This design comes from an exercise in tuning for small area, a short achievable clock period and few clock cycles on the open sky130 flow, not from production work. In this exercise RTL edits were held to simulation tests only and were not proved equivalent to the original. Power is estimated from default activity; no workload was simulated.

### design/flow/design.v
module Register #(N = 16)
(
    input   logic           Clk, Reset,
    input   logic           Load,
    input   logic   [N-1:0] In,
    output  logic   [N-1:0] Out
);
    logic   [N-1:0] Next;
    always_ff @(posedge Clk) begin
        Out <= Next;
    end
    always_comb begin
        Next = Out;
        if (Reset)
            Next = {N{1'b0}};
        else if (Load)
            Next = In;
    end
endmodule
module RShiftRegister #(N = 16)
(
    input   logic           Clk, Reset,
    input   logic           Load,
    input   logic           ShiftEnable,
    input   logic           ShiftIn,
    input   logic   [N-1:0] In,
    output  logic           ShiftOut,
    output  logic   [N-1:0] Out
);
    logic   [N-1:0] Next;
    always_ff @(posedge Clk) begin
        Out <= Next;
    end
    always_comb begin
        Next = Out;
        if (Reset)
            Next = {N{1'b0}};
        else if (Load)
            Next = In;
        else if (ShiftEnable)
            Next = { ShiftIn, Out[N-1:1] };
    end
    assign ShiftOut = Out[0];
endmodule
module Mux_2to1 #(N = 16)
(
    input   logic           Select,
    input   logic   [N-1:0] In0, In1,
    output  logic   [N-1:0] Out
);
    always_comb begin
        case (Select)
            1'b0:   Out = In0;
            1'b1:   Out = In1;
        endcase
    end
endmodule
module Mux_4to1 #(N = 16)
(
    input   logic   [1:0]   Select,
    input   logic   [N-1:0] In0, In1, In2, In3,
    output  logic   [N-1:0] Out
);
    always_comb begin
        case (Select)
            2'b00:  Out = In0;
            2'b01:  Out = In1;
            2'b10:  Out = In2;
            2'b11:  Out = In3;
        endcase
    end
endmodule
module Mux_8to1 #(N = 16)
(
    input   logic   [2:0]   Select,
    input   logic   [N-1:0] In0, In1, In2, In3, In4, In5, In6, In7,
    output  logic   [N-1:0] Out
);
    always_comb begin
        case (Select)
            3'b000: Out = In0;
            3'b001: Out = In1;
            3'b010: Out = In2;
            3'b011: Out = In3;
            3'b100: Out = In4;
            3'b101: Out = In5;
            3'b110: Out = In6;
            3'b111: Out = In7;
        endcase
    end
endmodule
module DeMux_1to8 #(N = 16)
(
    input   logic   [2:0]   Select,
    input   logic   [N-1:0] In,
    output  logic   [N-1:0] Out0, Out1, Out2, Out3, Out4, Out5, Out6, Out7
);
    always_comb begin
        Out0 = {N{1'b0}};
        Out1 = {N{1'b0}};
        Out2 = {N{1'b0}};
        Out3 = {N{1'b0}};
        Out4 = {N{1'b0}};
        Out5 = {N{1'b0}};
        Out6 = {N{1'b0}};
        Out7 = {N{1'b0}};
        case (Select)
            3'b000: Out0 = In;
            3'b001: Out1 = In;
            3'b010: Out2 = In;
            3'b011: Out3 = In;
            3'b100: Out4 = In;
            3'b101: Out5 = In;
            3'b110: Out6 = In;
            3'b111: Out7 = In;
        endcase
    end
endmodule
module MuxOneHot_5to1 #(N = 16)
(
    input   logic   [4:0]   Select,
    input   logic   [N-1:0] In0, In1, In2, In3, In4,
    output  logic   [N-1:0] Out
);
    always_comb begin
        unique case (Select)
            5'b00001:   Out = In0;
            5'b00010:   Out = In1;
            5'b00100:   Out = In2;
            5'b01000:   Out = In3;
            5'b10000:   Out = In4;
            default:    Out = {N{1'b0}};
        endcase
    end
endmodule
module ALU
(
    input   logic   [1:0]   Fn,
    input   logic   [15:0]  A, B,
    output  logic   [15:0]  Out
);
    always_comb begin
        case (Fn)
            2'b00:  Out = A + B;     
            2'b01:  Out = A & B;     
            2'b10:  Out = ~A;        
            2'b11:  Out = A;         
        endcase
    end
endmodule
module RegisterFile
(
    input   logic           Clk, Reset,
    input   logic           LD_REG,              
    input   logic   [2:0]   DR, SR1, SR2,        
    input   logic   [15:0]  In,                  
    output  logic   [15:0]  SR1_Out, SR2_Out     
);
    logic           R0_Ld,  R1_Ld,  R2_Ld,  R3_Ld,  R4_Ld,  R5_Ld,  R6_Ld,  R7_Ld;
    logic   [15:0]  R0_In,  R1_In,  R2_In,  R3_In,  R4_In,  R5_In,  R6_In,  R7_In;
    logic   [15:0]  R0_Out, R1_Out, R2_Out, R3_Out, R4_Out, R5_Out, R6_Out, R7_Out;
    Register        _R0(.Clk(Clk), .Reset(Reset), .In(R0_In), .Out(R0_Out), .Load(R0_Ld));
    Register        _R1(.Clk(Clk), .Reset(Reset), .In(R1_In), .Out(R1_Out), .Load(R1_Ld));
    Register        _R2(.Clk(Clk), .Reset(Reset), .In(R2_In), .Out(R2_Out), .Load(R2_Ld));
    Register        _R3(.Clk(Clk), .Reset(Reset), .In(R3_In), .Out(R3_Out), .Load(R3_Ld));
    Register        _R4(.Clk(Clk), .Reset(Reset), .In(R4_In), .Out(R4_Out), .Load(R4_Ld));
    Register        _R5(.Clk(Clk), .Reset(Reset), .In(R5_In), .Out(R5_Out), .Load(R5_Ld));
    Register        _R6(.Clk(Clk), .Reset(Reset), .In(R6_In), .Out(R6_Out), .Load(R6_Ld));
    Register        _R7(.Clk(Clk), .Reset(Reset), .In(R7_In), .Out(R7_Out), .Load(R7_Ld));
    DeMux_1to8      _DRSelect
    (
        .In(In),
        .Out0(R0_In),
        .Out1(R1_In),
        .Out2(R2_In),
        .Out3(R3_In),
        .Out4(R4_In),
        .Out5(R5_In),
        .Out6(R6_In),
        .Out7(R7_In),
        .Select(DR)
    );
    DeMux_1to8 #(1) _LDSelect
    (
        .In(LD_REG),
        .Out0(R0_Ld),
        .Out1(R1_Ld),
        .Out2(R2_Ld),
        .Out3(R3_Ld),
        .Out4(R4_Ld),
        .Out5(R5_Ld),
        .Out6(R6_Ld),
        .Out7(R7_Ld),
        .Select(DR)
    );
    Mux_8to1        _SR1_OutMux
    (
        .In0(R0_Out),
        .In1(R1_Out),
        .In2(R2_Out),
        .In3(R3_Out),
        .In4(R4_Out),
        .In5(R5_Out),
        .In6(R6_Out),
        .In7(R7_Out),
        .Out(SR1_Out),
        .Select(SR1)
    );
    Mux_8to1        _SR2_OutMux
    (
        .In0(R0_Out),
        .In1(R1_Out),
        .In2(R2_Out),
        .In3(R3_Out),
        .In4(R4_Out),
        .In5(R5_Out),
        .In6(R6_Out),
        .In7(R7_Out),
        .Out(SR2_Out),
        .Select(SR2)
    );
endmodule
module Multiplier
(
    input   logic           Clk, Reset,
    input   logic           Run,
    input   logic   [7:0]   A, B,
    output  logic           Ready,
    output  logic   [15:0]  Out
);
    logic   [8:0]   Sum;             
    logic   [8:0]   MUL;             
    logic   [7:0]   A_Out, B_Out;    
    logic   [8:0]   A_Out_SEXT;      
    logic   [7:0]   AMUX_Out;        
    logic           A0;              
    logic           X;               
    logic           M;               
    logic           LD_A;            
    logic           LD_B;            
    logic           LD_MUL;          
    logic           LD_X;            
    logic           CLR_A;           
    logic           SH;              
    logic           AMUX;            
    logic           ADDMUX;          
    assign LD_X = M & LD_A;          
    assign AMUX = M;                 
    assign Out = { A_Out, B_Out };   
    RShiftRegister #(8) _A
    (
        .Clk(Clk),
        .Reset(Reset | CLR_A),   
        .In(AMUX_Out),
        .Out(A_Out),
        .Load(LD_A),             
        .ShiftIn(X),
        .ShiftOut(A0),
        .ShiftEnable(SH)
    );
    RShiftRegister #(8) _B
    (
        .Clk(Clk),
        .Reset(Reset),
        .In(B),
        .Out(B_Out),
        .Load(LD_B),             
        .ShiftIn(A0),
        .ShiftOut(M),
        .ShiftEnable(SH)
    );
    Register #(9)       _MUL
    (
        .Clk(Clk),
        .Reset(Reset),
        .In({ {1{A[7]}}, A }),    
        .Out(MUL),
        .Load(LD_MUL)
    );
    Register #(1)       _X
    (
        .Clk(Clk),
        .Reset(Reset | CLR_A),   
        .In(Sum[8]),
        .Out(X),
        .Load(LD_X)
    );
    Mux_2to1 #(8)       _AMUX
    (
        .In0(A_Out),
        .In1(Sum[7:0]),
        .Out(AMUX_Out),
        .Select(AMUX)
    );
    assign A_Out_SEXT = { {1{A_Out[7]}}, A_Out };    
    Mux_2to1 #(9)       _ADDMUX
    (
        .In0(A_Out_SEXT + MUL),  
        .In1(A_Out_SEXT - MUL),  
        .Out(Sum),
        .Select(ADDMUX)
    );
    logic   [3:0]   Counter, Counter_Next;
    logic           Done;
    enum logic [1:0]
    {
        Wait,
        Load,
        Multiply,
        Halt
    } State, Next_State;
    always_ff @(posedge Clk) begin
        if (Reset) begin
            Counter <= 4'h0;
            State <= Wait;
        end
        else begin
            Counter <= Counter_Next;
            State <= Next_State;
        end
    end
    always_comb begin
        Next_State = State;
        case (State)
            Wait:       Next_State = (Run) ? Load : Wait;
            Load:       Next_State = Multiply;
            Multiply:   Next_State = (Done) ? Halt : Multiply;
            Halt:       Next_State = Wait;
        endcase
    end
    always_comb begin
        CLR_A = 1'b0;
        LD_A = 1'b0;
        LD_B = 1'b0;
        LD_MUL = 1'b0;
        ADDMUX = 1'b0;
        SH = 1'b0;
        Ready = 1'b0;
        Done = 1'b0;
        Counter_Next = Counter;
        case (State)
            Wait: begin
            end
            Load: begin
                CLR_A = 1'b1;
                LD_B = 1'b1;
                LD_MUL = 1'b1;
                Counter_Next = 4'h0;
            end
            Multiply: begin
                if (Counter == 4'hE) begin
                    ADDMUX = 1'b1;
                end
                if (Counter == 4'hF) begin
                    Done = 1'b1;
                    SH = 1'b1;
                end
                else begin
                    Counter_Next = Counter + 4'h1;
                    if (Counter % 2 == 0)
                        LD_A = 1'b1;
                    else
                        SH = 1'b1;
                end
            end
            Halt: begin
                Ready = 1'b1;
            end
        endcase
    end
endmodule
module Datapath
(
    input   logic           Clk, Reset,
    input   logic   [15:0]  In,                                                   
    input   logic           LD_MAR, LD_MDR, LD_IR, LD_BEN, LD_REG, LD_CC, LD_PC,  
    input   logic           GatePC, GateMDR, GateMUL, GateALU, GateMARMUX,        
    input   logic           ADDR1MUX,                                             
    input   logic   [1:0]   ADDR2MUX, PCMUX, DRMUX, SR1MUX,                       
    input   logic           SR2MUX, MARMUX,                                       
    input   logic   [1:0]   ALUK,                                                 
    input   logic           MIO_EN,                                               
    input   logic           MUL_EN,                                               
    output  logic   [15:0]  Out,                                                  
    output  logic   [15:0]  Address,                                              
    output  logic           MUL_R,                                                
    output  logic           BEN,                                                  
    output  logic           IR_5,                                                 
	output  logic           IR_11,												  
    output  logic   [3:0]   IR_15_12,                                             
    output  logic   [15:0]  PC, IR,  
    input   logic   [15:0]  PC_In    
);
    logic   [15:0]  Bus;                                 
    logic   [3:0]   Gate;                                
    logic   [15:0]  MAR, MDR ;                    
    logic   [2:0]   SR1MUX_Out, DRMUX_Out;               
    logic   [15:0]  SR2MUX_Out;                          
    logic   [15:0]  MARMUX_Out, MDRMUX_Out, PCMUX_Out;   
    logic   [15:0]  ADDR1MUX_Out, ADDR2MUX_Out;          
    logic   [15:0]  ALU;                                 
    logic   [15:0]  MUL;                                 
    logic   [15:0]  SR1, SR2;                            
    logic           BEN_In;                              
    logic           N, Z, P;                             
    logic           N_In, Z_In, P_In;                    
    assign IR_5     = IR[5];
	assign IR_11	= IR[11];
    assign IR_15_12 = IR[15:12];
    assign Out      = MDR;                               
    assign Address  = MAR;                               
    assign N_In = Bus[15];
    assign Z_In = (Bus == 16'h0000) ? 1'b1 : 1'b0;
    assign P_In = ~N_In & ~Z_In;
    assign BEN_In = (IR[11] & N) | (IR[10] & Z) | (IR[9] & P);
    Register        _MAR
    (
        .Clk(Clk),
        .Reset(Reset),
        .In(Bus),
        .Out(MAR),
        .Load(LD_MAR)
    );
    Register        _MDR
    (
        .Clk(Clk),
        .Reset(Reset),
        .In(MDRMUX_Out),
        .Out(MDR),
        .Load(LD_MDR)
    );
    Register        _IR
    (
        .Clk(Clk),
        .Reset(Reset),
        .In(Bus),
        .Out(IR),
        .Load(LD_IR)
    );
    Register        _PC
    (
        .Clk(Clk),
        .Reset(Reset),
        .In(PCMUX_Out),
        .Out(PC),
        .Load(LD_PC)
    );
    Register #(1)   _BEN
    (
        .Clk(Clk),
        .Reset(Reset),
        .In(BEN_In),
        .Out(BEN),
        .Load(LD_BEN)
    );
    Register #(1)   _N
    (
        .Clk(Clk),
        .Reset(Reset),
        .In(N_In),
        .Out(N),
        .Load(LD_CC)
    );
    Register #(1)   _Z
    (
        .Clk(Clk),
        .Reset(Reset),
        .In(Z_In),
        .Out(Z),
        .Load(LD_CC)
    );
    Register #(1)   _P
    (
        .Clk(Clk),
        .Reset(Reset),
        .In(P_In),
        .Out(P),
        .Load(LD_CC)
    );
    RegisterFile    _GenPurposeRegs
    (
        .Clk(Clk),
        .Reset(Reset),
        .In(Bus),
        .LD_REG(LD_REG),
        .DR(DRMUX_Out),
        .SR1(SR1MUX_Out),
        .SR2(IR[2:0]),
        .SR1_Out(SR1),
        .SR2_Out(SR2)
    );
    ALU             _ALU
    (
        .A(SR1),
        .B(SR2MUX_Out),
        .Fn(ALUK),
        .Out(ALU)
    );
    Multiplier      _MUL
    (
        .Clk(Clk),
        .Reset(Reset),
        .A(SR1[7:0]),
        .B(SR2MUX_Out[7:0]),
        .Out(MUL),
        .Run(MUL_EN),
        .Ready(MUL_R)
    );
    Mux_4to1 #(3)   _DRMUX
    (
        .In0(IR[11:9]),
        .In1(3'b111),
        .In2(3'b110),
        .In3(3'b000),    
        .Out(DRMUX_Out),
        .Select(DRMUX)
    );
    Mux_4to1 #(3)   _SR1MUX
    (
        .In0(IR[11:9]),
        .In1(IR[8:6]),
        .In2(3'b110),
        .In3(3'b000),    
        .Out(SR1MUX_Out),
        .Select(SR1MUX)
    );
    Mux_2to1        _SR2MUX
    (
        .In0(SR2),
        .In1({ {11{IR[4]}}, IR[4:0] }),  
        .Out(SR2MUX_Out),
        .Select(SR2MUX)
    );
    Mux_4to1        _PCMUX
    (
        .In0(PC + 16'd1),
        .In1(Bus),
        .In2(ADDR1MUX_Out + ADDR2MUX_Out),
        .In3(PC_In),      
        .Out(PCMUX_Out),
        .Select(PCMUX)
    );
    Mux_2to1        _ADDR1MUX
    (
        .In0(PC),
        .In1(SR1),
        .Out(ADDR1MUX_Out),
        .Select(ADDR1MUX)
    );
    Mux_4to1        _ADDR2MUX
    (
        .In0(16'h0000),
        .In1({ {10{IR[ 5]}}, IR[ 5:0] }),    
        .In2({ { 7{IR[ 8]}}, IR[ 8:0] }),    
        .In3({ { 5{IR[10]}}, IR[10:0] }),    
        .Out(ADDR2MUX_Out),
        .Select(ADDR2MUX)
    );
    Mux_2to1        _MARMUX
    (
        .In0({ {8{1'b0}}, IR[7:0] }),        
        .In1(ADDR1MUX_Out + ADDR2MUX_Out),
        .Out(MARMUX_Out),
        .Select(MARMUX)
    );
    Mux_2to1        _MDRMUX
    (
        .In0(Bus),
        .In1(In),
        .Out(MDRMUX_Out),
        .Select(MIO_EN)
    );
    MuxOneHot_5to1  _GateMux
    (
        .In0(MARMUX_Out),
        .In1(ALU),
        .In2(MUL),
        .In3(MDR),
        .In4(PC),
        .Out(Bus),
        .Select({ GatePC, GateMDR, GateMUL, GateALU, GateMARMUX })
    );
endmodule
module ControlUnit
(
    input   logic           Clk, Reset,
    input   logic           Run, Continue, Step,
    input   logic           DoHalt,
    input   logic           MUL_R,
    input   logic           BEN,
    input   logic           IR_5,
    input   logic           IR_11,
    input   logic   [3:0]   IR_15_12,
    output  logic           LD_MAR, LD_MDR, LD_IR, LD_BEN, LD_REG, LD_CC, LD_PC,
    output  logic           GatePC, GateMDR, GateMUL, GateALU, GateMARMUX,
    output  logic           ADDR1MUX,
    output  logic   [1:0]   ADDR2MUX, PCMUX, DRMUX, SR1MUX,
    output  logic           SR2MUX, MARMUX,
    output  logic   [1:0]   ALUK,
    output  logic           MIO_EN, R_W,
    output  logic           MUL_EN,
    output  logic           Halted, Paused, InvalidOp,   
    output  logic   [3:0]   Opcode   
);
    assign Opcode = IR_15_12;
    assign SR2MUX = IR_5;
    enum logic [7:0]
    {
        State_00        = 8'd0,
        State_01        = 8'd1,
        State_02        = 8'd2,
        State_03        = 8'd3,
        State_04        = 8'd4,
        State_05        = 8'd5,
        State_06        = 8'd6,
        State_07        = 8'd7,
        State_09        = 8'd9,
        State_10        = 8'd10,
        State_11        = 8'd11,
        State_12        = 8'd12,
        State_13        = 8'd013,
        State_13_nR     = 8'd113,
        State_13_R      = 8'd213,
        State_14        = 8'd14,
        State_15        = 8'd15,
        State_16_nR1    = 8'd016,    
        State_16_nR2    = 8'd116,
        State_16_R      = 8'd216,    
        State_18        = 8'd18,
        State_20        = 8'd20,
        State_21        = 8'd21,
        State_22        = 8'd22,
        State_23        = 8'd23,
        State_24_nR1    = 8'd024,
        State_24_nR2    = 8'd124,
        State_24_R      = 8'd224,
        State_25_nR1    = 8'd025,
        State_25_nR2    = 8'd125,
        State_25_R      = 8'd225,
        State_26        = 8'd26,
        State_27        = 8'd27,
        State_28_nR1    = 8'd028,
        State_28_nR2    = 8'd128,
        State_28_R      = 8'd228,
        State_29_nR1    = 8'd029,
        State_29_nR2    = 8'd129,
        State_29_R      = 8'd229,
        State_30        = 8'd30,
        State_31        = 8'd31,
        State_32        = 8'd32,
        State_33_nR1    = 8'd033,
        State_33_nR2    = 8'd133,
        State_33_R      = 8'd233,
        State_35        = 8'd35,
        INVALID         = 8'd253,
        START           = 8'd254,
        HALT            = 8'd255
    } State, Next_State;
    always_ff @(posedge Clk) begin
        if (Reset || DoHalt)
            State <= HALT;
        else
            State <= Next_State;
    end
    always_comb begin
        Next_State = State;      
        case (State)
            State_18:       Next_State = State_33_nR1;
            State_33_nR1:   Next_State = State_33_nR2;
            State_33_nR2:   Next_State = State_33_R;
            State_33_R:     Next_State = State_35;
            State_35: begin
                if (Step && ~Continue)
                    Next_State = State_35;
                else
                    Next_State = State_32;
            end
            State_32: begin
                if (Step && Continue)
                    Next_State = State_32;
                else begin
                    case (Opcode)
                        4'b0000:    Next_State = State_00;       
                        4'b0001:    Next_State = State_01;       
                        4'b0010:    Next_State = State_02;       
                        4'b0011:    Next_State = State_03;       
                        4'b0100:    Next_State = State_04;       
                        4'b0101:    Next_State = State_05;       
                        4'b0110:    Next_State = State_06;       
                        4'b0111:    Next_State = State_07;       
                        4'b1001:    Next_State = State_09;       
                        4'b1010:    Next_State = State_10;       
                        4'b1011:    Next_State = State_11;       
                        4'b1100:    Next_State = State_12;       
                        4'b1101:    Next_State = State_13;       
                        4'b1110:    Next_State = State_14;       
                        4'b1111:    Next_State = State_15;       
                        default:    Next_State = INVALID;        
                    endcase
                end
            end
            State_00:       Next_State = (BEN) ? State_22 : State_18;    
            State_22:       Next_State = State_18;
            State_01:       Next_State = State_18;
            State_02:       Next_State = State_25_nR1;
            State_03:       Next_State = State_23;
            State_04:       Next_State = (IR_11) ? State_21 : State_20;  
            State_20:       Next_State = State_18;
            State_21:       Next_State = State_18;
            State_05:       Next_State = State_18;
            State_06:       Next_State = State_25_nR1;
            State_07:       Next_State = State_23;
            State_09:       Next_State = State_18;
            State_10:       Next_State = State_24_nR1;
            State_24_nR1:   Next_State = State_24_nR2;
            State_24_nR2:   Next_State = State_24_R;
            State_24_R:     Next_State = State_26;
            State_26:       Next_State = State_25_nR1;
            State_11:       Next_State = State_29_nR1;
            State_29_nR1:   Next_State = State_29_nR2;
            State_29_nR2:   Next_State = State_29_R;
            State_29_R:     Next_State = State_31;
            State_31:       Next_State = State_23;
            State_12:       Next_State = State_18;
            State_13:       Next_State = State_13_nR;
            State_13_nR:    Next_State = (MUL_R) ? State_13_R : State_13_nR;
            State_13_R:     Next_State = State_18;
            State_14:       Next_State = State_18;
            State_15:       Next_State = State_28_nR1;
            State_28_nR1:   Next_State = State_28_nR2;
            State_28_nR2:   Next_State = State_28_R;
            State_28_R:     Next_State = State_30;
            State_30:       Next_State = State_18;
            State_23:       Next_State = State_16_nR1;
            State_16_nR1:   Next_State = State_16_nR2;
            State_16_nR2:   Next_State = State_16_R;
            State_16_R:     Next_State = State_18;
            State_25_nR1:   Next_State = State_25_nR2;
            State_25_nR2:   Next_State = State_25_R;
            State_25_R:     Next_State = State_27;
            State_27:       Next_State = State_18;
            INVALID: begin
                if (Continue)
                    Next_State = HALT;
                else
                    Next_State = INVALID;
            end
            START: begin
                if (~Run)
                    Next_State = State_18;
                else
                    Next_State = START;
            end
            HALT: begin
                if (Run)
                    Next_State = START;
                else
                    Next_State = HALT;
            end
        endcase
    end
    always_comb begin
        LD_MAR      = 1'b0;
        LD_MDR      = 1'b0;
        LD_IR       = 1'b0;
        LD_BEN      = 1'b0;
        LD_REG      = 1'b0;
        LD_CC       = 1'b0;
        LD_PC       = 1'b0;
        GatePC      = 1'b0;
        GateMDR     = 1'b0;
        GateMUL     = 1'b0;
        GateALU     = 1'b0;
        GateMARMUX  = 1'b0;
        ADDR1MUX    = 1'b0;
        ADDR2MUX    = 2'b00;
        PCMUX       = 2'b00;
        DRMUX       = 2'b00;
        SR1MUX      = 2'b00;
        MARMUX      = 1'b0;
        ALUK        = 2'b00;
        MIO_EN      = 1'b0;
        R_W         = 1'b0;
        MUL_EN      = 1'b0;
        Halted      = 1'b0;
        Paused      = 1'b0;
        InvalidOp   = 1'b0;
        case (State)
            State_18: begin 
                GatePC = 1'b1;       
                LD_MAR = 1'b1;       
                PCMUX = 2'b00;       
                LD_PC = 1'b1;        
            end
            State_33_nR1:
                MIO_EN = 1'b1;       
            State_33_nR2:
                MIO_EN = 1'b1;       
            State_33_R: begin 
                MIO_EN = 1'b1;       
                LD_MDR = 1'b1;       
            end
            State_35: begin 
                GateMDR = 1'b1;      
                LD_IR = 1'b1;        
                Paused = 1'b1;
            end
            State_32:
                LD_BEN = 1'b1;       
            State_00: begin
            end
            State_22: begin
                ADDR1MUX = 1'b0;
                ADDR2MUX = 2'b10;
                PCMUX = 2'b10;
                LD_PC = 1'b1;
            end
            State_01: begin
                DRMUX = 2'b00;
                SR1MUX = 2'b01;
                ALUK = 2'b00;
                GateALU = 1'b1;
                LD_REG = 1'b1;
                LD_CC = 1'b1;
            end
            State_02: begin
                ADDR1MUX = 1'b0;
                ADDR2MUX = 2'b10;
                MARMUX = 1'b1;
                GateMARMUX = 1'b1;
                LD_MAR = 1'b1;
            end
            State_03: begin
                ADDR1MUX = 1'b0;
                ADDR2MUX = 2'b10;
                MARMUX = 1'b1;
                GateMARMUX = 1'b1;
                LD_MAR = 1'b1;
            end
            State_04: begin
                DRMUX = 2'b01;
                GatePC = 1'b1;
                LD_REG = 1'b1;
            end
            State_20: begin
                SR1MUX = 2'b01;
                ADDR1MUX = 1'b1;
                ADDR2MUX = 2'b00;
                PCMUX = 2'b10;
                LD_PC = 1'b1;
            end
            State_21: begin
                PCMUX = 2'b10;
                ADDR1MUX = 1'b0;
                ADDR2MUX = 2'b11;
                LD_PC = 1'b1;
            end
            State_05: begin
                DRMUX = 2'b00;
                SR1MUX = 2'b01;
                ALUK = 2'b01;
                GateALU = 1'b1;
                LD_REG = 1'b1;
                LD_CC = 1'b1;
            end
            State_06: begin
                SR1MUX = 2'b01;
                ADDR1MUX = 1'b1;
                ADDR2MUX = 2'b01;
                MARMUX = 1'b1;
                GateMARMUX = 1'b1;
                LD_MAR = 1'b1;
            end
            State_07: begin
                SR1MUX = 2'b01;
                ADDR1MUX = 1'b1;
                ADDR2MUX = 2'b01;
                MARMUX = 1'b1;
                GateMARMUX = 1'b1;
                LD_MAR = 1'b1;
            end
            State_09: begin
                DRMUX = 2'b00;
                SR1MUX = 2'b01;
                ALUK = 2'b10;
                GateALU = 1'b1;
                LD_REG = 1'b1;
                LD_CC = 1'b1;
            end
            State_10: begin
                ADDR1MUX = 1'b0;
                ADDR2MUX = 2'b10;
                MARMUX = 1'b1;
                GateMARMUX = 1'b1;
                LD_MAR = 1'b1;
            end
            State_24_nR1: begin
                MIO_EN = 1'b1;
            end
            State_24_nR2: begin
                MIO_EN = 1'b1;
            end
            State_24_R: begin
                MIO_EN = 1'b1;
                LD_MDR = 1'b1;
            end
            State_26: begin
                GateMDR = 1'b1;
                LD_MAR = 1'b1;
            end
            State_11: begin
                ADDR1MUX = 1'b0;
                ADDR2MUX = 2'b10;
                MARMUX = 1'b1;
                GateMARMUX = 1'b1;
                LD_MAR = 1'b1;
            end
            State_29_nR1: begin
                MIO_EN = 1'b1;
            end
            State_29_nR2: begin
                MIO_EN = 1'b1;
            end
            State_29_R: begin
                MIO_EN = 1'b1;
                LD_MDR = 1'b1;
            end
            State_31: begin
                LD_MAR = 1'b1;
                GateMDR = 1'b1;
            end
            State_12: begin
                SR1MUX = 2'b01;
                ADDR1MUX = 1'b1;
                ADDR2MUX = 2'b00;
                PCMUX = 2'b10;
                LD_PC = 1'b1;
            end
            State_13: begin
                SR1MUX = 2'b01;
                MUL_EN = 1'b1;
            end
            State_13_nR: begin
                SR1MUX = 2'b01;
            end
            State_13_R: begin
                DRMUX = 2'b00;
                GateMUL = 1'b1;
                LD_REG = 1'b1;
                LD_CC = 1'b1;
            end
            State_14: begin
                DRMUX = 2'b00;
                ADDR1MUX = 1'b0;
                ADDR2MUX = 2'b10;
                MARMUX = 1'b1;
                GateMARMUX = 1'b1;
                LD_REG = 1'b1;
                LD_CC = 1'b1;
            end
            State_15: begin
                MARMUX = 1'b0;
                GateMARMUX = 1'b1;
                LD_MAR = 1'b1;
            end
            State_28_nR1: begin
                MIO_EN = 1'b1;
                DRMUX = 2'b01;
                GatePC = 1'b1;
                LD_REG = 1'b1;
            end
            State_28_nR2: begin
                MIO_EN = 1'b1;
                DRMUX = 2'b01;
                GatePC = 1'b1;
                LD_REG = 1'b1;
            end
            State_28_R: begin
                MIO_EN = 1'b1;
                DRMUX = 2'b01;
                GatePC = 1'b1;
                LD_REG = 1'b1;
                LD_MDR = 1'b1;
            end
            State_30: begin
                GateMDR = 1'b1;
                PCMUX = 2'b01;
                LD_PC = 1'b1;
            end
            State_23: begin
                SR1MUX = 2'b00;
                ALUK = 2'b11;
                GateALU = 1'b1;
                LD_MDR = 1'b1;
            end
            State_16_nR1: begin
                MIO_EN = 1'b1;
                R_W = 1'b1;
            end
            State_16_nR2: begin
                MIO_EN = 1'b1;
                R_W = 1'b1;
            end
            State_16_R: begin
                MIO_EN = 1'b0;
                R_W = 1'b0;
            end
            State_25_nR1: begin
                MIO_EN = 1'b1;
            end
            State_25_nR2: begin
                MIO_EN = 1'b1;
            end
            State_25_R: begin
                MIO_EN = 1'b1;
                LD_MDR = 1'b1;
            end
            State_27: begin
                GateMDR = 1'b1;
                LD_REG = 1'b1;
                LD_CC = 1'b1;
            end
            INVALID:
                InvalidOp = 1'b1;
            HALT: begin
                Halted = 1'b1;
                PCMUX = 2'b11;   
                LD_PC = 1'b1;
                LD_CC = 1'b1;
            end
        endcase
    end
endmodule
module MemoryControlUnit
(
    input   logic           Clk, Reset,
    input   logic           MIO_EN,
    input   logic           R_W,
    input   logic   [15:0]  Address,
    input   logic   [15:0]  Data_FromSRAM,
    input   logic   [15:0]  Data_FromCPU,
    input   logic   [15:0]  Data_FromKeyboard,
    input   logic           Keypress,
    input   logic           DisplayReady,
    output  logic           DisplayWE,
    output  logic           Mem_CE, Mem_OE, Mem_WE,
    output  logic           Mem_LB, Mem_UB,
    output  logic           DoHalt,
    output  logic   [15:0]  Data_ToSRAM,
    output  logic   [15:0]  Data_ToCPU,
    output  logic   [15:0]  Data_ToVideo
);
    logic           LD_KBSR;
    logic           LD_DDR;
    logic           LD_DSR;
    logic           CLR_KBSR;
    logic           CLR_DSR;
    logic   [15:0]  KBDR, KBSR;
    logic   [15:0]  DDR, DSR;
    logic           DisplayWE_Out;
    assign LD_KBSR = Keypress && Data_FromKeyboard != 16'h0000;
    assign LD_DSR = DisplayReady;
    logic   [1:0]   INMUX;
    assign Data_ToSRAM = Data_FromCPU;
    assign Data_ToVideo = DDR;
    assign Mem_CE = 1'b1;
    assign Mem_LB = 1'b1;
    assign Mem_UB = 1'b1;
    always_ff @(posedge Clk) begin
        if (Reset)
            DisplayWE <= 1'b0;
        else
            DisplayWE <= DisplayWE_Out;
    end
    always_comb begin
        CLR_KBSR        = 1'b0;
        CLR_DSR         = 1'b0;
        LD_DDR          = 1'b0;
        INMUX           = 2'b00;
        Mem_OE          = 1'b0;
        Mem_WE          = 1'b0;
        DisplayWE_Out   = 1'b0;
        DoHalt          = 1'b0;
        unique case (Address)
            16'hFE00: begin
                if (MIO_EN) begin
                    INMUX = 2'b01;
                end
            end
            16'hFE02: begin
                if (MIO_EN && !R_W) begin
                    INMUX = 2'b10;
                    CLR_KBSR = 1'b1;
                end
            end
            16'hFE04: begin
                if (MIO_EN && !R_W) begin
                    INMUX = 2'b11;
                end
            end
            16'hFE06: begin
                if (MIO_EN && R_W) begin
                    LD_DDR = 1'b1;
                    CLR_DSR = 1'b1;
                    DisplayWE_Out = 1'b1;
                end
            end
            16'hFFFF: begin
                if (MIO_EN && R_W)
                    DoHalt = 1'b1;
            end
            default : begin
                if (MIO_EN) begin
                    if (R_W)
                        Mem_WE = 1'b1;
                    else begin
                        Mem_OE = 1'b1;
                        INMUX = 2'b00;
                    end
                end
            end
        endcase
    end
    Register        _KBDR
    (
        .Clk(Clk),
        .Reset(Reset),
        .In(Data_FromKeyboard),
        .Out(KBDR),
        .Load(~KBSR[15])
    );
    Register        _KBSR
    (
        .Clk(Clk),
        .Reset(Reset | CLR_KBSR),
        .In(16'h8000),
        .Out(KBSR),
        .Load(LD_KBSR)
    );
    Register        _DDR
    (
        .Clk(Clk),
        .Reset(Reset),
        .In(Data_FromCPU),
        .Out(DDR),
        .Load(LD_DDR)
    );
    Register        _DSR
    (
        .Clk(Clk),
        .Reset(Reset | CLR_DSR),
        .In(16'h8000),
        .Out(DSR),
        .Load(LD_DSR)
    );
    Mux_4to1        _INMUX
    (
        .In0(Data_FromSRAM),
        .In1(KBSR),
        .In2(KBDR),
        .In3(DSR),
        .Out(Data_ToCPU),
        .Select(INMUX)
    );
endmodule
module Synchronizer #(N = 1)
(
    input   logic           Clk,
    input   logic   [N-1:0] In,
    output  logic   [N-1:0] Out
);
    always_ff @(posedge Clk) begin
        Out <= In;
    end
endmodule
module elc3_core
(
    input   logic           clk,
    input   logic           reset,
    input   logic           run,
    input   logic           cont,
    input   logic           step,
    input   logic   [15:0]  start_pc,
    output  logic           halted,
    output  logic           paused,
    output  logic           invalid_op,
    output  logic   [15:0]  pc,
    output  logic   [15:0]  ir,
    output  logic   [15:0]  mem_addr,
    output  logic           mem_oe,
    output  logic           mem_we,
    output  logic   [15:0]  mem_wdata,
    input   logic   [15:0]  mem_rdata,
    input   logic   [7:0]   key_data,
    input   logic           key_valid,
    input   logic           disp_ready,
    output  logic           disp_we,
    output  logic   [7:0]   disp_data
);
    logic s_halt, s_f, s_e, s_p, s_ml, s_ms, s_mi, s_mt, s_inv;
    logic n_halt, n_f, n_e, n_p, n_ml, n_ms, n_mi, n_mt, n_inv;
    logic [15:0] PC, A, IR, WD;
    logic [7:0][15:0] R;
    logic N, Z, P;
    assign P = ~N & ~Z;
    logic [2:0] pdr;         
    logic       pst;         
    logic       oe, we, dwe, haltf;
    logic [1:0] rsel;        
    logic io_hi, io_kbsr, io_kbdr, io_dsr, io_ddr, io_halt, io_any;
    assign io_hi   = A[15:9] == 7'h7F;
    assign io_kbsr = io_hi & A[8:0] == 9'h000;
    assign io_kbdr = io_hi & A[8:0] == 9'h002;
    assign io_dsr  = io_hi & A[8:0] == 9'h004;
    assign io_ddr  = io_hi & A[8:0] == 9'h006;
    assign io_halt = io_hi & A[8:0] == 9'h1FF;
    assign io_any  = io_hi & ((A[8:3] == 6'd0 & ~A[0]) | A[8:0] == 9'h1FF);
    assign oe    = ~s_ms & ~io_any;
    assign we    = s_ms & ~io_any;
    assign dwe   = s_ms & io_ddr;
    assign haltf = io_halt;
    assign rsel  = io_kbdr ? 2'd2 : io_dsr ? 2'd3 : (io_kbsr | io_ddr | io_halt) ? 2'd1 : 2'd0;
    logic       kbsr, dsr;
    assign halted     = s_halt;
    assign paused     = s_p;
    assign invalid_op = s_inv;
    assign pc         = PC;
    assign ir         = IR;
    assign mem_addr   = A;
    assign mem_oe     = oe;
    assign mem_we     = we;
    assign mem_wdata  = WD;
    assign disp_we    = dwe;
    assign disp_data  = WD[7:0];
    logic [15:0] mem_in;
    always_comb begin
        case (rsel)
            2'd0: mem_in = mem_rdata;
            2'd1: mem_in = {kbsr, 15'd0};
            2'd2: mem_in = {8'd0, key_data};
            default: mem_in = {dsr, 15'd0};
        endcase
    end
    logic [3:0] op;
    assign op = IR[15:12];
    logic o_br, o_add, o_ld, o_st, o_jsr, o_and, o_ldr, o_str, o_rti, o_not,
          o_ldi, o_sti, o_jmp, o_mul, o_lea, o_trap;
    assign o_br   = op == 4'd0;
    assign o_add  = op == 4'd1;
    assign o_ld   = op == 4'd2;
    assign o_st   = op == 4'd3;
    assign o_jsr  = op == 4'd4;
    assign o_and  = op == 4'd5;
    assign o_ldr  = op == 4'd6;
    assign o_str  = op == 4'd7;
    assign o_rti  = op == 4'd8;
    assign o_not  = op == 4'd9;
    assign o_ldi  = op == 4'd10;
    assign o_sti  = op == 4'd11;
    assign o_jmp  = op == 4'd12;
    assign o_mul  = op == 4'd13;
    assign o_lea  = op == 4'd14;
    assign o_trap = op == 4'd15;
    logic [2:0]  sr2a;       
    logic [15:0] sr1, sr2, op2;
    assign sr1  = R[IR[8:6]];
    assign sr2  = R[sr2a];
    assign op2  = IR[5] ? {{11{IR[4]}}, IR[4:0]} : sr2;
    logic        pd_base_sr1, pd_sr2;
    logic [15:0] base, offs, immv, sum;
    logic [3:0]  pd_imm;     
    assign immv = ({16{pd_imm[0]}} & {{11{IR[4]}}, IR[4:0]}) |
                  ({16{pd_imm[1]}} & {{10{IR[5]}}, IR[5:0]}) |
                  ({16{pd_imm[2]}} & {{7{IR[8]}}, IR[8:0]}) |
                  ({16{pd_imm[3]}} & {{5{IR[10]}}, IR[10:0]});
    assign offs = pd_sr2 ? sr2 : immv;
    assign base = pd_base_sr1 ? sr1 : PC;
    add16 u_add (.a(base), .b(offs), .s(sum));
    logic [15:0] a_xor_b, a_or_b;
    assign a_xor_b = base ^ offs;
    assign a_or_b  = base | offs;
    logic [1:0]  mcnt;
    logic        mlast;
    logic [2:0]  mdig;
    logic        b_one, b_two, b_neg;
    logic [9:0]  mh, mpp, mhn;
    logic [15:0] prod;
    assign mlast = mcnt == 2'd3;
    always_comb begin
        case (mcnt)
            2'd0: mdig = {op2[1:0], 1'b0};
            2'd1: mdig = op2[3:1];
            2'd2: mdig = op2[5:3];
            default: mdig = op2[7:5];
        endcase
    end
    assign b_one = mdig[1] ^ mdig[0];
    assign b_two = (mdig[2] & ~mdig[1] & ~mdig[0]) | (~mdig[2] & mdig[1] & mdig[0]);
    assign b_neg = mdig[2] & ~(mdig[1] & mdig[0]);
    assign mh    = (mcnt == 2'd0) ? 10'd0 : WD[15:6];
    assign mpp   = ((b_one ? {{2{sr1[7]}}, sr1[7:0]} : 10'd0) |
                    (b_two ? {sr1[7], sr1[7:0], 1'b0} : 10'd0)) ^ {10{b_neg}};
    add10 u_madd (.a(mh), .b(mpp), .cin(b_neg), .s(mhn));
    assign prod  = {mhn, WD[5:0]};
    logic [15:0] eres, andv;
    logic        sel_sum, sel_and, sel_not, sel_mul, sel_pc, sel_ld;
    assign andv    = sr1 & op2;
    assign sel_ld  = s_ml & ~reset;
    assign sel_and = s_e & o_and & ~reset;
    assign sel_not = s_e & o_not & ~reset;
    assign sel_mul = s_e & o_mul & ~reset;
    assign sel_pc  = s_e & (o_jsr | o_trap) & ~reset;
    assign sel_sum = s_e & (o_add | o_lea) & ~reset;
    assign eres = ({16{sel_and}} & andv) | ({16{sel_not}} & ~sr1) |
                  ({16{sel_mul}} & prod) | ({16{sel_pc}} & PC);
    logic z_sum, z_oth;
    assign z_sum = &(~(a_xor_b ^ {a_or_b[14:0], 1'b0}));    
    assign z_oth = ~|(eres | ({16{sel_ld}} & mem_in));
    logic ben;
    assign ben = (IR[11] & N) | (IR[10] & Z) | (IR[9] & P);
    logic e_mem, e_redirect, e_wr, e_cc;
    assign e_mem      = o_ld | o_st | o_ldr | o_str | o_ldi | o_sti;
    assign e_redirect = (o_br & ben) | o_jmp | (o_jsr & (IR[11] | IR[8:6] != 3'd7));
    assign e_wr       = o_add | o_and | o_not | o_mul | o_lea | o_jsr | o_trap;
    assign e_cc       = o_add | o_and | o_not | o_mul | o_lea;
    logic        wr_en, cc_en;
    logic [2:0]  wr_a;
    logic [15:0] wr_d;
    assign wr_en = (s_e & e_wr & (~o_mul | mlast)) | s_ml;
    assign cc_en = (s_e & e_cc & (~o_mul | mlast)) | s_ml;
    assign wr_a  = s_ml ? pdr : ((o_jsr | o_trap) ? 3'd7 : IR[11:9]);
    assign wr_d  = eres | ({16{sel_ld}} & mem_in) | ({16{sel_sum}} & sum);
    logic [15:0] PC1;
    inc16 u_inc (.a(PC), .s(PC1));
    logic [15:0] nA, nPC;
    logic refetch;
    logic a_start, a_pc1, a_sum, a_pc, a_min, a_vect, a_hold;
    assign refetch = A == PC;
    assign a_start = s_halt;
    assign a_pc1   = (s_f & ~run) | s_ml | (s_ms & ~haltf & ~refetch) |
                     (s_e & ~o_rti & ~o_trap & ~e_mem & ~e_redirect & (~o_mul | mlast));
    assign a_sum   = s_e & ~o_rti & ~o_trap & (e_mem | e_redirect);
    assign a_pc    = s_ms & ~haltf & refetch;
    assign a_min   = s_mi | s_mt;
    assign a_vect  = s_e & o_trap;
    assign a_hold  = ~(a_start | a_pc1 | a_sum | a_pc | a_min | a_vect);
    assign nPC = ({16{a_start}} & start_pc) | ({16{a_pc1}} & PC1) |
                 ({16{a_sum & e_redirect}} & sum) | ({16{s_mt}} & mem_in);
    assign nA = ({16{a_start}} & start_pc) | ({16{a_pc1}} & PC1) | ({16{a_sum}} & sum) |
                ({16{a_pc}} & PC) | ({16{a_min}} & mem_in) | ({16{a_vect}} & {8'd0, IR[7:0]}) |
                ({16{a_hold}} & A);
    logic        ld_ir, ld_pc;
    always_comb begin
        n_halt = 1'b0; n_f = 1'b0; n_e = 1'b0; n_p = 1'b0; n_ml = 1'b0;
        n_ms = 1'b0; n_mi = 1'b0; n_mt = 1'b0; n_inv = 1'b0;
        ld_ir = 1'b0;
        ld_pc = 1'b0;
        if (s_halt) begin
            ld_pc = 1'b1;
            if (run) n_f = 1'b1; else n_halt = 1'b1;
        end
        if (s_f) begin
            ld_ir = 1'b1;
            if (run) n_f = 1'b1;
            else begin
                ld_pc = 1'b1;
                if (step) n_p = 1'b1; else n_e = 1'b1;
            end
        end
        if (s_p) begin
            if (cont) n_e = 1'b1; else n_p = 1'b1;
        end
        if (s_e) begin
            if (o_rti) n_inv = 1'b1;
            else if (o_trap) begin
                n_mt = 1'b1;
            end else if (e_mem) begin
                ld_ir = 1'b1;
                if (o_ldi | o_sti) n_mi = 1'b1;
                else if (o_ld | o_ldr) n_ml = 1'b1;
                else n_ms = 1'b1;
            end else if (e_redirect) begin
                ld_pc = 1'b1;
                n_f = 1'b1;
            end else if (o_mul & ~mlast) begin
                n_e = 1'b1;
            end else begin
                ld_pc = 1'b1; ld_ir = 1'b1;
                if (step) n_p = 1'b1; else n_e = 1'b1;
            end
        end
        if (s_ml) begin
            ld_pc = 1'b1;
            if (step) n_p = 1'b1; else n_e = 1'b1;
        end
        if (s_ms) begin
            if (haltf) n_halt = 1'b1;
            else if (refetch) begin
                n_f = 1'b1;      
            end else begin
                ld_pc = 1'b1;
                if (step) n_p = 1'b1; else n_e = 1'b1;
            end
        end
        if (s_mi) begin
            if (pst) n_ms = 1'b1; else n_ml = 1'b1;
        end
        if (s_mt) begin
            ld_pc = 1'b1;
            n_f = 1'b1;
        end
        if (s_inv) begin
            if (cont) n_halt = 1'b1; else n_inv = 1'b1;
        end
    end
    always_ff @(posedge clk) begin
        if (reset) begin
            s_halt <= 1'b1; s_f <= 1'b0; s_e <= 1'b0; s_p <= 1'b0; s_ml <= 1'b0;
            s_ms <= 1'b0; s_mi <= 1'b0; s_mt <= 1'b0; s_inv <= 1'b0;
        end else begin
            s_halt <= n_halt; s_f <= n_f; s_e <= n_e; s_p <= n_p; s_ml <= n_ml;
            s_ms <= n_ms; s_mi <= n_mi; s_mt <= n_mt; s_inv <= n_inv;
        end
        A <= nA;
        if (ld_pc) PC <= nPC;
        if (ld_ir) begin
            IR   <= mem_in;
            sr2a <= (mem_in[13] & mem_in[12]) ? mem_in[11:9] : mem_in[2:0];
            pd_sr2 <= mem_in[15:12] == 4'd1 && !mem_in[5];
            pd_imm[0] <= mem_in[15:12] == 4'd1;
            pd_imm[1] <= mem_in[15:12] == 4'd6 || mem_in[15:12] == 4'd7;
            pd_imm[2] <= mem_in[15:12] != 4'd1 && mem_in[15:12] != 4'd6 &&
                         mem_in[15:12] != 4'd7 && mem_in[15:12] != 4'd4 &&
                         mem_in[15:12] != 4'd12;
            pd_imm[3] <= mem_in[15:12] == 4'd4 && mem_in[11];
            pd_base_sr1 <= mem_in[15:12] == 4'd1 || mem_in[15:12] == 4'd6 ||
                           mem_in[15:12] == 4'd7 || mem_in[15:12] == 4'd12 ||
                           (mem_in[15:12] == 4'd4 && !mem_in[11]);
        end
        if (s_e & e_mem) begin
            pdr <= IR[11:9];
            pst <= o_sti;
        end
        if (s_e & e_mem)
            WD <= sr2;
        else if (s_e & o_mul)
            WD <= {mhn[9], mhn[9], mhn[9:2], mhn[1:0], WD[5:2]};
        mcnt <= (s_e & o_mul) ? mcnt + 2'd1 : 2'd0;
    end
    always_ff @(posedge clk) begin
        if (s_halt) begin
            N <= 1'b0; Z <= 1'b1;
        end else if (cc_en) begin
            N <= wr_d[15];
            Z <= sel_sum ? z_sum : z_oth;
        end
    end
    logic [15:0] wr_d0;
    assign wr_d0 = wr_d;     
    genvar gi;
    generate
        for (gi = 0; gi < 8; gi++) begin : g_r
            always_ff @(posedge clk)
                if (reset | (wr_en & wr_a == gi)) R[gi] <= wr_d0;
        end
    endgenerate
    always_ff @(posedge clk) begin
        if (reset | (s_mi | s_ml | s_mt | s_f | s_e) & rsel == 2'd2)
            kbsr <= 1'b0;
        else if (key_valid && key_data != 8'd0)
            kbsr <= 1'b1;
        if (reset | dwe)
            dsr <= 1'b0;
        else if (disp_ready)
            dsr <= 1'b1;
    end
endmodule
module add16
(
    input   logic   [15:0]  a, b,
    output  logic   [15:0]  s
);
    logic [15:0] g0, p0, g1, p1, g2, p2, g3, p3, g4;
    assign g0 = a & b;
    assign p0 = a ^ b;
    assign g1 = g0 | (p0 & {g0[14:0], 1'b0});
    assign p1 = p0 & {p0[14:0], 1'b0};
    assign g2 = g1 | (p1 & {g1[13:0], 2'b0});
    assign p2 = p1 & {p1[13:0], 2'b0};
    assign g3 = g2 | (p2 & {g2[11:0], 4'b0});
    assign p3 = p2 & {p2[11:0], 4'b0};
    assign g4 = g3 | (p3 & {g3[7:0], 8'b0});
    assign s  = p0 ^ {g4[14:0], 1'b0};
endmodule
module add10
(
    input   logic   [9:0]   a, b,
    input   logic           cin,
    output  logic   [9:0]   s
);
    logic [10:0] g0, p0, g1, p1, g2, p2, g3, p3, g4;
    assign g0 = {a & b, cin};
    assign p0 = {a ^ b, 1'b0};
    assign g1 = g0 | (p0 & {g0[9:0], 1'b0});
    assign p1 = p0 & {p0[9:0], 1'b0};
    assign g2 = g1 | (p1 & {g1[8:0], 2'b0});
    assign p2 = p1 & {p1[8:0], 2'b0};
    assign g3 = g2 | (p2 & {g2[6:0], 4'b0});
    assign p3 = p2 & {p2[6:0], 4'b0};
    assign g4 = g3 | (p3 & {g3[2:0], 8'b0});
    assign s  = p0[10:1] ^ g4[9:0];
endmodule
module inc16
(
    input   logic   [15:0]  a,
    output  logic   [15:0]  s
);
    logic [15:0] c1, c2, c4, c8;
    assign c1 = {a[14:0], 1'b1};
    assign c2 = c1 & {c1[14:0], 1'b1};
    assign c4 = c2 & {c2[13:0], 2'b11};
    assign c8 = c4 & {c4[11:0], 4'hF};
    assign s  = a ^ (c8 & {c8[7:0], 8'hFF});
endmodule
### design/flow/constraint.sdc
create_clock -name core_clock -period 10.0 [get_ports {clk}]
set_input_delay 2.0000 -clock core_clock [delete_from_list [all_inputs] [get_ports {clk}]]
set_output_delay 2.0000 -clock core_clock [all_outputs]
set_load 0.01 [all_outputs]
### design/flow/config.mk
export PLATFORM = sky130hd
export DESIGN_NAME = elc3_core
export DESIGN_NICKNAME = elc3_core
export VERILOG_FILES = /design/flow/design.v
export SDC_FILE = /design/flow/constraint.sdc
export NUM_CORES = 4
export LEC_CHECK = 0
export ABC_AREA = 1
export CAP_MARGIN = 20
export CORE_MARGIN = 2
export CORE_UTILIZATION = 40
export PLACE_DENSITY = 0.6
export SLEW_MARGIN = 20
export TNS_END_PERCENT = 100
### design/flow/standard.sh
#!/bin/bash
# synth_recipe.tcl (not shown) runs the flow's synth.tcl, then flattens the netlist and writes it again
# the make line also repeats each setting of config.mk as NAME=value (left out here)
make -C /OpenROAD-flow-scripts/flow DESIGN_CONFIG=/design/flow/config.mk WORK_HOME=/design/flow/orfs CLKGATE_MAP_FILE= SYNTH_SCRIPT=/design/flow/synth_recipe.tcl "${@:-finish}"
### design/flow/flow/run.sh
#!/bin/bash
set -euo pipefail
export SETUP_SLACK_MARGIN=5.6
export BUFFER_PORTS_ARGS="-buffer_cell sky130_fd_sc_hd__buf_2"
bash standard.sh > standard.log 2>&1
==> results.txt, run 1 <==
# TYPE chip_impl_metric gauge
chip_impl_info{name="run_status",value="timing/DRC/antenna clean"} 1
chip_impl_metric{name="synth.yosys.warnings",unit=""} 1
chip_impl_metric{name="worst_slew_margin_rel",unit=""} 0.2219
chip_impl_metric{name="grt-ovfl-total",unit=""} 0
chip_impl_info{name="hold_path.startpoint",value="kbsr"} 1
chip_impl_metric{name="timing_worst_slew_pin_value",unit="ns"} 1.155
chip_impl_info{name="reg_to_reg_endpoint",value="Z"} 1
chip_impl_metric{name="peakVddDrop",unit="mV"} 0.1197
chip_impl_metric{name="floorplan.core_area",unit="sq um"} 36520
chip_impl_metric{name="num_rows",unit=""} 70
chip_impl_metric{name="synth-async-reset-ratio",unit=""} 0
chip_impl_metric{name="chipWidth",unit="um"} 196.4
chip_impl_metric{name="final_antenna_net_count",unit=""} 0
chip_impl_metric{name="gp_congestion",unit=""} 0.9681
chip_impl_metric{name="number_of_distinct_standard_cells_referenced_by_the_synthesized_netlist",unit=""} 60
chip_impl_info{name="critPathCaptureType",value="flip-flop"} 1
chip_impl_metric{name="fin_cells",unit=""} 2543
chip_impl_metric{name="cts.sinks",unit=""} 220
chip_impl_metric{name="r2r.worst_path.cells",unit=""} 17
chip_impl_info{name="start_kind",value="flip-flop"} 1
chip_impl_metric{name="timing.critical_path.arrival",unit="ns"} 4.77
chip_impl_metric{name="grt_pass1_vias",unit=""} 13310
chip_impl_metric{name="post-dp-hpwl",unit="um"} 39930
chip_impl_metric{name="whs_path_depth",unit=""} 2
chip_impl_metric{name="cts-htree-levels",unit=""} 1
chip_impl_metric{name="power_leakage",unit="nW"} 7.820
chip_impl_metric{name="pins_over_their_slew_limit",unit=""} 0
chip_impl_metric{name="chipHeight",unit="um"} 196.4
chip_impl_metric{name="setup_slack_of_the_critical_path_after_layout",unit="ns"} 5.721
chip_impl_metric{name="finalSetupViolations",unit=""} 0
chip_impl_metric{name="clock.fmax",unit="GHz"} 0.2337
chip_impl_metric{name="routed-wl-met2",unit="um"} 24610
chip_impl_metric{name="yosys_register_bits",unit=""} 220
chip_impl_metric{name="total_clock_buffers_created_by_cts",unit=""} 26
chip_impl_metric{name="finalCritPeriodShare",unit=""} 0.4279
chip_impl_metric{name="fillCellCount",unit=""} 3522
chip_impl_info{name="crit_slowest_cell",value="sky130_fd_sc_hd__a2111oi_0"} 1
chip_impl_info{name="crit_type",value="reg2reg"} 1
chip_impl_info{name="r2r_start",value="IR[6]"} 1
chip_impl_metric{name="number_of_enable_type_register_cells_in_the_synthesized_netlist",unit=""} 189
chip_impl_info{name="cpLargestDelayFamily",value="compound AO/OA/AOI/OAI gates"} 1
chip_impl_metric{name="crit_path_max_incr_delay",unit="ns"} 0.84
chip_impl_metric{name="io_pins",unit=""} 125
chip_impl_metric{name="routedLengthMet1",unit="um"} 24490
chip_impl_metric{name="antenna_found_initial",unit=""} 1
chip_impl_metric{name="utilization",unit=""} 0.4855
chip_impl_metric{name="antenna-diode-count",unit=""} 0
chip_impl_metric{name="route.final.wire_length",unit="um"} 57180
chip_impl_metric{name="io_buffers",unit=""} 124
chip_impl_info{name="top_layer_used",value="met4"} 1
chip_impl_metric{name="power_density",unit="nW/um^2"} 156.7
chip_impl_info{name="cell_mode_on_critical_path",value="sky130_fd_sc_hd__nand2_1"} 1
chip_impl_metric{name="post_synthesis_cell_count",unit=""} 1916
chip_impl_metric{name="seq_area",unit="sq um"} 6296
chip_impl_metric{name="die_ar",unit="sq um"} 38570
chip_impl_metric{name="post_route_cells_drive_above_1_share",unit=""} 0.1817
chip_impl_metric{name="timing.final.crit_period",unit="ns"} 4.279
chip_impl_metric{name="req_time_crit_path",unit="ns"} 10.49
chip_impl_metric{name="clk_transition_reported_paths",unit="ns"} 0.06
chip_impl_metric{name="remaining_drc_errors",unit=""} 0
chip_impl_metric{name="finish.net_count",unit=""} 2148
chip_impl_metric{name="cts_max_path_buffers",unit=""} 3
chip_impl_metric{name="syn-mean-instance-area",unit="sq um"} 7.728
chip_impl_metric{name="setup-tns-final",unit="ns"} 0
chip_impl_info{name="cts_root_buf",value="sky130_fd_sc_hd__clkbuf_16"} 1
chip_impl_metric{name="drt_first_iter_violations",unit=""} 1744
chip_impl_metric{name="skew",unit="ns"} 0.01362
chip_impl_metric{name="postCtsHoldBufs",unit=""} 0
chip_impl_metric{name="timing_hold_violations_final",unit=""} 0
chip_impl_info{name="hold_end",value="kbsr"} 1
chip_impl_metric{name="synth.net_count",unit=""} 2009
chip_impl_info{name="synth_flop_cell",value="sky130_fd_sc_hd__edfxtp_1"} 1
chip_impl_metric{name="vias_per_cell",unit=""} 5.791
chip_impl_metric{name="num_vias",unit=""} 14727
chip_impl_metric{name="placed_cells",unit=""} 2450
chip_impl_metric{name="total_standard_cell_area_after_synthesis",unit="sq um"} 14810
chip_impl_info{name="rsz0062_at_grt",value="yes"} 1
chip_impl_metric{name="drt-pass1-iter-count",unit=""} 7
chip_impl_info{name="tritoncts",value="yes"} 1
chip_impl_metric{name="sum_of_met3_wire_segment_lengths_after_detailed_routing",unit="um"} 6075
chip_impl_metric{name="layout-area-overhead-vs-synth",unit="%"} 19.75
chip_impl_metric{name="avgRoutedWirePerCell",unit="um"} 22.48
chip_impl_metric{name="starting_density",unit=""} 0.4054
chip_impl_info{name="crit_path_cell_trace",value="clkbuf_16, buf_4, a21oi_1, o21ai_0, nand3_1, nand2_2, o21ai_0, ha_2, nand2_1, o211ai_1, a2111oi_0, nand4_1, nor2_1, nand3_1, nand2_1, nand2_1, nand2_1"} 1
chip_impl_metric{name="multiInputGateArea",unit="sq um"} 7358
chip_impl_metric{name="grtUsageTotal",unit=""} 0.2797
chip_impl_metric{name="max_cap_viol_count",unit=""} 0
chip_impl_metric{name="grt_pass1_wl",unit="um"} 81140
chip_impl_metric{name="worst_skew_pair.late_latency",unit="ns"} 0.55
chip_impl_metric{name="worst_path_max_fanout",unit=""} 16
chip_impl_metric{name="worstPathBufferInverterCount",unit=""} 2
chip_impl_metric{name="grt_max_degree",unit=""} 76
chip_impl_metric{name="synth_sequential_area_ratio",unit=""} 0.4252
chip_impl_metric{name="reg2reg_slack",unit="ns"} 5.72
chip_impl_metric{name="worst_slack_after_detailed_placement",unit="ns"} 4.563
chip_impl_info{name="worst_hold_path_type",value="reg2reg"} 1
-- worst reg2reg max path, cell delays in order (launching register included) --
cell                        delay, ns
sky130_fd_sc_hd__edfxtp_1        0.54
sky130_fd_sc_hd__clkbuf_16       0.25
sky130_fd_sc_hd__buf_4           0.19
sky130_fd_sc_hd__a21oi_1         0.15
sky130_fd_sc_hd__o21ai_0         0.10
sky130_fd_sc_hd__nand3_1         0.09
sky130_fd_sc_hd__nand2_2         0.16
sky130_fd_sc_hd__o21ai_0         0.29
sky130_fd_sc_hd__ha_2            0.38
sky130_fd_sc_hd__nand2_1         0.14
sky130_fd_sc_hd__o211ai_1        0.11
sky130_fd_sc_hd__a2111oi_0       0.84
sky130_fd_sc_hd__nand4_1         0.36
sky130_fd_sc_hd__nor2_1          0.29
sky130_fd_sc_hd__nand3_1         0.14
sky130_fd_sc_hd__nand2_1         0.10
sky130_fd_sc_hd__nand2_1         0.05
sky130_fd_sc_hd__nand2_1         0.05
-- where the power goes --
part,internal [W],switching (W)
logic,0.000236,0.000475
clock network,0.000568,0.000395
registers,0.00105,0.0000539
-- what timing repair did --
| action | in CTS | in global routing |
|---|---|---|
| endpoints found under the setup margin | 140 | 89 |
| gates resized for setup | 49 | 107 |
| pin swaps | 1 | 41 |
| gates cloned | 1 | 11 |
| buffers inserted | 7 | 26 |
-- cells by family (layout without fill, tap and decap cells) --
family          after synthesis  count (layout)  synth area share
buf+inv                     389             547            0.1074
simple gates                748             749            0.2159
xor+xnor                     41              41           0.02425
fa+ha+maj                    46              46           0.03938
compound gates              472             472            0.1878
flops                       220             220            0.4252
-- through the flow --
| step | cell area (sq um) | power (W) | hold slack, ns |
|---|---|---|---|
| floorplan | 14810 | 0.001510 | 0.4332 |
| global placement | 15800 | 0.001722 | 0.4447 |
| detailed placement | 15810 | 0.001727 | 0.4620 |
| CTS | 16920 | 0.002702 | 0.4746 |
| global route | 17730 | 0.002889 | 0.5139 |
| finish | 17730 | 0.002779 | 0.4759 |
-- worst max-delay path by stage --
stage / from / endpoint / cells past startpoint
3_3_place_gp: sr2a[0] / R[108] / 27
2_1_floorplan: sr2a[0] / R[111] / 24
4_1_cts: IR[6] / R[28] / 23
6_report: IR[6] / Z / 17
3_5_place_dp: sr2a[0] / R[60] / 27
5_1_grt: sr2a[0] / Z / 32
-- registers in the layout (all words and copies together) (netlist names), 2 cells and up --
register / count
WD: 16
A: 16
sr2a: 3
mcnt: 2
pd_imm: 4
IR: 16
pdr: 3
PC: 16
R: 128
-- cell usage in the layout, fill, tap and decap left out, types with 10 or more instances in the layout --
cell type	netlist	layout
sky130_fd_sc_hd__o21ai_0	172	153
sky130_fd_sc_hd__edfxtp_1	189	189
sky130_fd_sc_hd__nand2_1	388	362
sky130_fd_sc_hd__nor2_1	151	143
sky130_fd_sc_hd__nor3_1	22	22
sky130_fd_sc_hd__buf_2	25	125
sky130_fd_sc_hd__a21oi_1	152	143
sky130_fd_sc_hd__o21ai_1	11	16
sky130_fd_sc_hd__o22ai_1	17	15
sky130_fd_sc_hd__nand3_1	139	129
sky130_fd_sc_hd__dfxtp_1	31	31
sky130_fd_sc_hd__xnor2_1	10	10
sky130_fd_sc_hd__inv_1	291	283
sky130_fd_sc_hd__o21ai_2	1	14
sky130_fd_sc_hd__clkbuf_16	0	33
sky130_fd_sc_hd__nand3_2	7	16
sky130_fd_sc_hd__ha_1	45	41
sky130_fd_sc_hd__o211ai_1	31	31
sky130_fd_sc_hd__o221ai_1	16	16
sky130_fd_sc_hd__buf_4	13	48
sky130_fd_sc_hd__nand2_2	12	31
sky130_fd_sc_hd__xor2_1	31	29
-- synthesized netlist by cell type (16+ instances only) --
master	count	share of area
sky130_fd_sc_hd__buf_2	25	0.0085
sky130_fd_sc_hd__inv_1	291	0.074
sky130_fd_sc_hd__edfxtp_1	189	0.38
sky130_fd_sc_hd__clkbuf_1	38	0.0096
sky130_fd_sc_hd__a21oi_1	152	0.051
sky130_fd_sc_hd__o22ai_1	17	0.0072
sky130_fd_sc_hd__o21ai_0	172	0.058
sky130_fd_sc_hd__ha_1	45	0.038
sky130_fd_sc_hd__dfxtp_1	31	0.042
sky130_fd_sc_hd__nand2_1	388	0.098
sky130_fd_sc_hd__o211ai_1	31	0.016
sky130_fd_sc_hd__xor2_1	31	0.018
sky130_fd_sc_hd__nand3_1	139	0.047
sky130_fd_sc_hd__nor3_1	22	0.0074
sky130_fd_sc_hd__nor2_1	151	0.038
sky130_fd_sc_hd__o221ai_1	16	0.0095
-- metal layers --
metal	track usage	up-vias
met5	0	-
met3	0.04706	130
met4	0.09624	0
met2	0.4195	865
met1	0.4079	6962
li1	-	6770
-- area by class of cell --
cell class / instances / share of cell area
sequential: 220 / 0.3551
timing repair buffer: 194 / 0.07819
clock inverter: 19 / 0.009950
tap: 468 / 0.03303
multi-input combinational: 1308 / 0.4150
clock buffer: 29 / 0.03853
timing repair inverter: 1 / 0.0006351
inverter: 304 / 0.06958
Testbench counts, summed over its fixed seeds: cycles 232,092.
==> run 2: changes to the inputs <==
--- a/design/flow/config.mk
+++ b/design/flow/config.mk
@@ -9,6 +9,7 @@
 export CAP_MARGIN = 20
 export CORE_MARGIN = 2
 export CORE_UTILIZATION = 40
+export CTS_BUF_LIST = sky130_fd_sc_hd__clkbuf_4
 export PLACE_DENSITY = 0.6
 export SLEW_MARGIN = 20
 export TNS_END_PERCENT = 100
==> results.txt, run 2 <==
# TYPE chip_impl_metric gauge
chip_impl_info{name="crit_type",value="reg2reg"} 1
chip_impl_metric{name="grt_pass1_vias",unit=""} 13700
chip_impl_metric{name="worst_slew_margin_rel",unit=""} 0.2452
chip_impl_metric{name="io_buffers",unit=""} 124
chip_impl_metric{name="fillCellCount",unit=""} 3586
chip_impl_metric{name="seq_area",unit="sq um"} 6296
chip_impl_metric{name="placed_cells",unit=""} 2450
chip_impl_metric{name="remaining_drc_errors",unit=""} 0
chip_impl_info{name="mostFrequentLayoutCell",value="sky130_fd_sc_hd__nand2_1"} 1
chip_impl_metric{name="post_synthesis_cell_count",unit=""} 1916
chip_impl_metric{name="share_of_total_power_in_sequential_cells",unit=""} 0.413
chip_impl_info{name="run_status",value="timing/DRC/antenna clean"} 1
chip_impl_metric{name="setup_slack_of_the_critical_path_after_layout",unit="ns"} 5.702
chip_impl_metric{name="grt_pass1_wl",unit="um"} 82510
chip_impl_metric{name="clock_power_share",unit=""} 0.319
chip_impl_metric{name="total_switching_power",unit="W"} 0.0009324
chip_impl_metric{name="setup-tns-final",unit="ns"} 0
chip_impl_info{name="tritoncts",value="yes"} 1
chip_impl_metric{name="floorplan.core_area",unit="sq um"} 36520
chip_impl_info{name="largest_register",value="R"} 1
chip_impl_info{name="synth.cells.most_frequent",value="sky130_fd_sc_hd__nand2_1 (388), sky130_fd_sc_hd__inv_1 (291), sky130_fd_sc_hd__edfxtp_1 (189)"} 1
chip_impl_info{name="cell_mode_on_critical_path",value="sky130_fd_sc_hd__nand2_2"} 1
chip_impl_metric{name="num_rows",unit=""} 70
chip_impl_metric{name="final_antenna_net_count",unit=""} 0
chip_impl_info{name="synth_top_cell_by_area",value="sky130_fd_sc_hd__edfxtp_1"} 1
chip_impl_metric{name="postCtsHoldBufs",unit=""} 0
chip_impl_metric{name="total_clock_buffers_created_by_cts",unit=""} 60
chip_impl_info{name="cts_root_buf",value="sky130_fd_sc_hd__clkbuf_4"} 1
chip_impl_metric{name="starting_density",unit=""} 0.4054
chip_impl_metric{name="clk_transition_reported_paths",unit="ns"} 0.06
chip_impl_metric{name="synth-async-reset-ratio",unit=""} 0
chip_impl_metric{name="synth.net_count",unit=""} 2009
chip_impl_metric{name="route.final.wire_length",unit="um"} 57570
chip_impl_metric{name="skew",unit="ns"} 0.04745
[run 2: per-stage QoR]
| step | instance area (sq um) | utilization | power (W) |
|---|---|---|---|
| after floorplan | 14810 | - | 0.001510 |
| after global placement | 15800 | 0.4326 | 0.001722 |
| after detailed placement | 15810 | 0.4328 | 0.001727 |
| after CTS | 16880 | 0.4623 | 0.002591 |
| after global routing | 17640 | 0.4831 | 0.002791 |
| final | 17640 | 0.4831 | 0.002674 |
[run 2: repair_timing]
item                                    in CTS  in global routing
pin swaps                                    1                 51
cloned                                       2                 10
setup buffers                                6                 28
resized for setup                           53                 98
endpoints found under the setup margin     132                 97
[run 2: layer usage]
metal  track usage  share of wire
met1        0.4100           0.43
met2        0.4271           0.43
met3       0.05544           0.11
met4       0.09315          0.028
met5             0              0
[run 2: critical path: cells and delay by family (launching register included)]
family	cells	cell delay, ns
simple gates	12	1.19
xor+xnor	1	0.17
fa+ha+maj	2	0.60
buf+inv	4	0.49
compound gates	6	1.05
flops	1	0.50
[run 2: cells by family (layout without fill, tap and decap cells)]
family / count (synthesis) / count (layout) / share of synthesized area
AO/OA/AOI/OAI: 472 / 472 / 0.1878
XOR/XNOR: 41 / 41 / 0.02425
adder cells (fa/ha/maj): 46 / 46 / 0.03938
buffers and inverters: 389 / 607 / 0.1074
flip-flops: 220 / 220 / 0.4252
other: 0 / 1 / 0
AND/OR/NAND/NOR: 748 / 749 / 0.2159
[run 2: power groups by stage]
stage	Combinational (W)	Clock [W]	Sequential (W)
finish	0.000718	0.000852	0.00110
global route	0.000772	0.000910	0.00111
CTS	0.000629	0.000861	0.00110
detailed placement	0.000607	0	0.00112
global placement	0.000603	0	0.00112
floorplan	0.000399	0	0.00111
[run 2: final cells by class]
| type | count | area share |
|---|---|---|
| flip-flops and latches | 220 | 0.3569 |
| diodes | 1 | 0.0001418 |
| repair inverters | 1 | 0.0006383 |
| clock buffers | 94 | 0.04000 |
| multi-input cells | 1308 | 0.4157 |
| well taps | 468 | 0.03319 |
| clock inverters | 13 | 0.004751 |
| repair buffers | 195 | 0.07950 |
| inverters | 304 | 0.06921 |
[run 2: worst paths after layout]
check                from  depth (start not counted)  endpoint  slack [ns]
setup / recovery  sr2a[0]                         25     R[15]        5.70
setup reg to reg  sr2a[0]                         25     R[15]        5.70
hold reg to reg      kbsr                          2      kbsr        0.47
hold / removal       kbsr                          2      kbsr        0.47

afterwards: timing with drivers on the ports:
Ports are ideal in the flow. The routed layouts listed here were re-timed in OpenROAD.
Step 1 sets driving cells, clkbuf_16 on the clock port and buf_2 on the other inputs (assumed; they add their load-dependent delay and slew).
Step 2 times the ports against the registers' clock, not the clock port: input delays grow and output delays shrink by t, the midpoint of the rising clock arrivals with the driver on.
Slacks: no drivers / after step 1 / after step 2; pairs: no drivers / after step 1.
run	t, ns	slack for setup (ns)	latest minus earliest clock arrival (ns)
run 1	0.604	5.721 / 5.721 / 5.311	0.013 / 0.014
run 2	0.791	5.702 / 5.687 / 5.069	0.047 / 0.047
After both steps every run listed still meets setup and hold. The setup slack of run 2, which loses most, moves by -0.015 ns with the drivers and by -0.633 ns with both steps.
